This is an optimization exercise on Yosys and OpenROAD, whose aim is small area, a short achievable clock period and few clock cycles, not a production implementation.
At most, simulation tests tie the RTL to the original design; equivalence was not proved.
Power is estimated from default activity; no workload was simulated.

## build 28
Design Top, start of the top module:
module Top(
    input                           sys_clk     ,
    input                           sys_rst_n   ,
    input                           trig        ,
    output  reg                     vld         ,
    input                   [9:0]   data_in     ,
    output  wire    signed  [12:0]  sin_out     ,
    output  wire    signed  [12:0]  cos_out
);
export LEC_CHECK = 0
export ABC_AREA = 1
export CAP_MARGIN = 20
export CORE_MARGIN = 2
export CORE_UTILIZATION = 40
export SLEW_MARGIN = 20
export SYNTH_MEMORY_MAX_BITS = 32768
create_clock -name core_clock -period 10.0 [get_ports {sys_clk}]
standard.sh (not shown) runs the stock make flow with config.mk's settings and CLKGATE_MAP_FILE= SYNTH_SCRIPT=/design/flow/synth_recipe.tcl, a recipe that flattens the netlist after the stock synthesis.
==> flow/flow/run.sh <==
#!/bin/bash
# The standard layout, with faster port buffers and timing repair aimed 6.5 ns below the clock period.
set -euo pipefail
bash standard.sh "BUFFER_PORTS_ARGS=-buffer_cell sky130_fd_sc_hd__buf_2" SETUP_SLACK_MARGIN=6.5 finish > standard_flow.log 2>&1
#### Input delta (build 8 over build 28)
==> flow/run.sh (new file) <==
#!/bin/bash
# synth_recipe.tcl (not shown) runs the flow's synth.tcl, then flattens the netlist and writes it again
# the make line also repeats each setting of config.mk as NAME=value (left out here)
make -C /OpenROAD-flow-scripts/flow DESIGN_CONFIG=/design/flow/config.mk WORK_HOME=/design/flow/orfs CLKGATE_MAP_FILE= SYNTH_SCRIPT=/design/flow/synth_recipe.tcl finish
removed: flow/flow/run.sh
removed: flow/standard.sh
- In the metrics for build 8 and build 28, the one carrying the higher minimum clock period after layout is build 8.
- The overall power reported for build 8 is smaller than that of build 28 by 86 µW.
- DRC marker count from the first detailed-route iteration of build 8 falls short of that of build 28 by more than a quarter.
No functional check of the RTL was part of any run of this note.

========
Top, a different RTL version from the one above (not shown whole).
Size in the first run: about 630 cells after synthesis, roughly 40 I/O pins.
export LEC_CHECK = 0
export ABC_AREA = 1
export CAP_MARGIN = 20
export CORE_MARGIN = 2
export CORE_UTILIZATION = 40
export SLEW_MARGIN = 20
export SYNTH_MEMORY_MAX_BITS = 32768
create_clock -name core_clock -period 10.0 [get_ports {sys_clk}]
==> flow/flow/run.sh <==
#!/bin/bash
# The standard layout (standard.sh), with three changes: synthesis maps no adder
# cells (ADDER_MAP_FILE empty, so ABC maps that logic with the rest), port buffers are
# buf_2 instead of the delay buffer buffer_ports picks by default, and timing repair
# aims for 7.4 ns of setup slack. The clock period and constraints are the standard flow's.
set -euo pipefail
bash standard.sh ADDER_MAP_FILE= "BUFFER_PORTS_ARGS=-buffer_cell sky130_fd_sc_hd__buf_2" SETUP_SLACK_MARGIN=7.4  finish > standard_flow.log 2>&1
Rerun with:
==> flow/flow/run.sh (replaced) <==
#!/bin/bash
# The standard layout (standard.sh), with three changes: synthesis maps no adder
# cells (ADDER_MAP_FILE empty, so ABC maps that logic with the rest), port buffers are
# buf_2 instead of the delay buffer buffer_ports picks by default, and timing repair
# aims for 6.6 ns of setup slack. The clock period and constraints are the standard flow's.
set -euo pipefail
bash standard.sh ADDER_MAP_FILE= "BUFFER_PORTS_ARGS=-buffer_cell sky130_fd_sc_hd__buf_2" SETUP_SLACK_MARGIN=6.6  finish > standard_flow.log 2>&1
- worst setup slack degrades by 95 ps
- routed wire length went down by 25%
- non-clock buffer count drops by 106
- utilization went down by 23 points
- critical path depth goes down by 1
- total power is lower by 30%
- maximum frequency shrinks by 2.9%
No functional check of the RTL was part of any run of this note.

========
Top, a different RTL version from the one above (not shown whole).
Size: roughly 670 cells after synthesis, about 39 flip-flops, ~3900 um^2 of cells after synthesis.
==> flow/config.mk <==
export PLATFORM = sky130hd
export DESIGN_NAME = Top
export DESIGN_NICKNAME = Top
export VERILOG_FILES = /design/flow/design.v
export SDC_FILE = /design/flow/constraint.sdc
export NUM_CORES = 4
export LEC_CHECK = 0
export ABC_AREA = 1
export CAP_MARGIN = 20
export CORE_MARGIN = 2
export CORE_UTILIZATION = 40
export SLEW_MARGIN = 20
export SYNTH_MEMORY_MAX_BITS = 32768
==> flow/constraint.sdc <==
create_clock -name core_clock -period 10.0 [get_ports {sys_clk}]
set_input_delay 2.0000 -clock core_clock [delete_from_list [all_inputs] [get_ports {sys_clk}]]
set_output_delay 2.0000 -clock core_clock [all_outputs]
set_load 0.01 [all_outputs]
==> flow/flow/run.sh <==
#!/bin/bash
# The standard layout, without adder cells in synthesis, with faster port buffers,
# and with timing repair aimed 6.5 ns below the clock period.
set -euo pipefail
bash standard.sh ADDER_MAP_FILE= "BUFFER_PORTS_ARGS=-buffer_cell sky130_fd_sc_hd__buf_2" SETUP_SLACK_MARGIN=6.5  finish > standard_flow.log 2>&1
Testbench counts at the start, summed over its fixed seeds: cycles 4,800.
Then changed:
==> flow/flow/run.sh (replaced) <==
#!/bin/bash
# The standard layout, without adder cells in synthesis, with faster port buffers,
# and with timing repair aimed 6.0 ns below the clock period.
set -euo pipefail
bash standard.sh ADDER_MAP_FILE= "BUFFER_PORTS_ARGS=-buffer_cell sky130_fd_sc_hd__buf_2" SETUP_SLACK_MARGIN=6.0  finish > standard_flow.log 2>&1
=> Routed wire length shrinks by a little under a tenth. Die area does not change. Combinational power fell by a few percent. First-iteration DRC count rose by a few percent. Setup slack is better by 0.047 ns. Count of clock-buffer cells in the layout does not change. Non-clock buffer count fell by 18. Utilization falls by 2.1 points. Sequential cell count is unchanged.
Then changed:
==> flow/flow/run.sh (replaced) <==
#!/bin/bash
# The standard layout, with faster port buffers and timing repair aimed 6.5 ns below the clock period.
set -euo pipefail
bash standard.sh "BUFFER_PORTS_ARGS=-buffer_cell sky130_fd_sc_hd__buf_2" SETUP_SLACK_MARGIN=6.5 finish > standard_flow.log 2>&1
Sequential share of layout area went down by 1.5 points; total power went up by about 3%; count of clock-buffer cells in the layout went up by 1; worst setup slack gets better by 0.32 ns; cell area went up by 10%; combinational power went up by 14%.

re-timing with driven ports:
How much do the figures lean on ideal ports? The routed layouts below were timed once more, with nothing changed but the port constraints. Step 1: set_driving_cell puts a clkbuf_16 on sys_clk and a buf_2 on each other input, an assumption about the parent block. Step 2 times the ports against the registers' clock, not the clock port: input delays grow and output delays shrink by t, the midpoint of the rising clock arrivals with the driver on. a / b / c = no drivers / after step 1 / after step 2; a / b = the first two.
run	t (ns)	slack for setup (ns)	worst hold slack (ns)	slew at the worst register clock pin (ns)
build 28	0.319	6.585 / 6.585 / 6.585	0.347 / 0.347 / 0.347	0.06 / 0.06
build 8	0.317	5.584 / 5.584 / 5.584	0.349 / 0.349 / 0.349	0.06 / 0.06
the first run of note 2	0.318	6.837 / 6.807 / 6.860	0.368 / 0.368 / 0.368	0.08 / 0.08
the second run of note 2	0.320	6.741 / 6.715 / 6.748	0.359 / 0.359 / 0.359	0.09 / 0.09
the first run of note 3	0.315	5.898 / 5.871 / 6.185	0.327 / 0.327 / 0.327	0.08 / 0.08
the second run of note 3	0.306	5.945 / 5.919 / 6.225	0.331 / 0.331 / 0.331	0.07 / 0.07
the third run of note 3	0.321	6.269 / 6.241 / 6.562	0.328 / 0.328 / 0.328	0.08 / 0.08
After both steps every run listed still meets setup and hold.
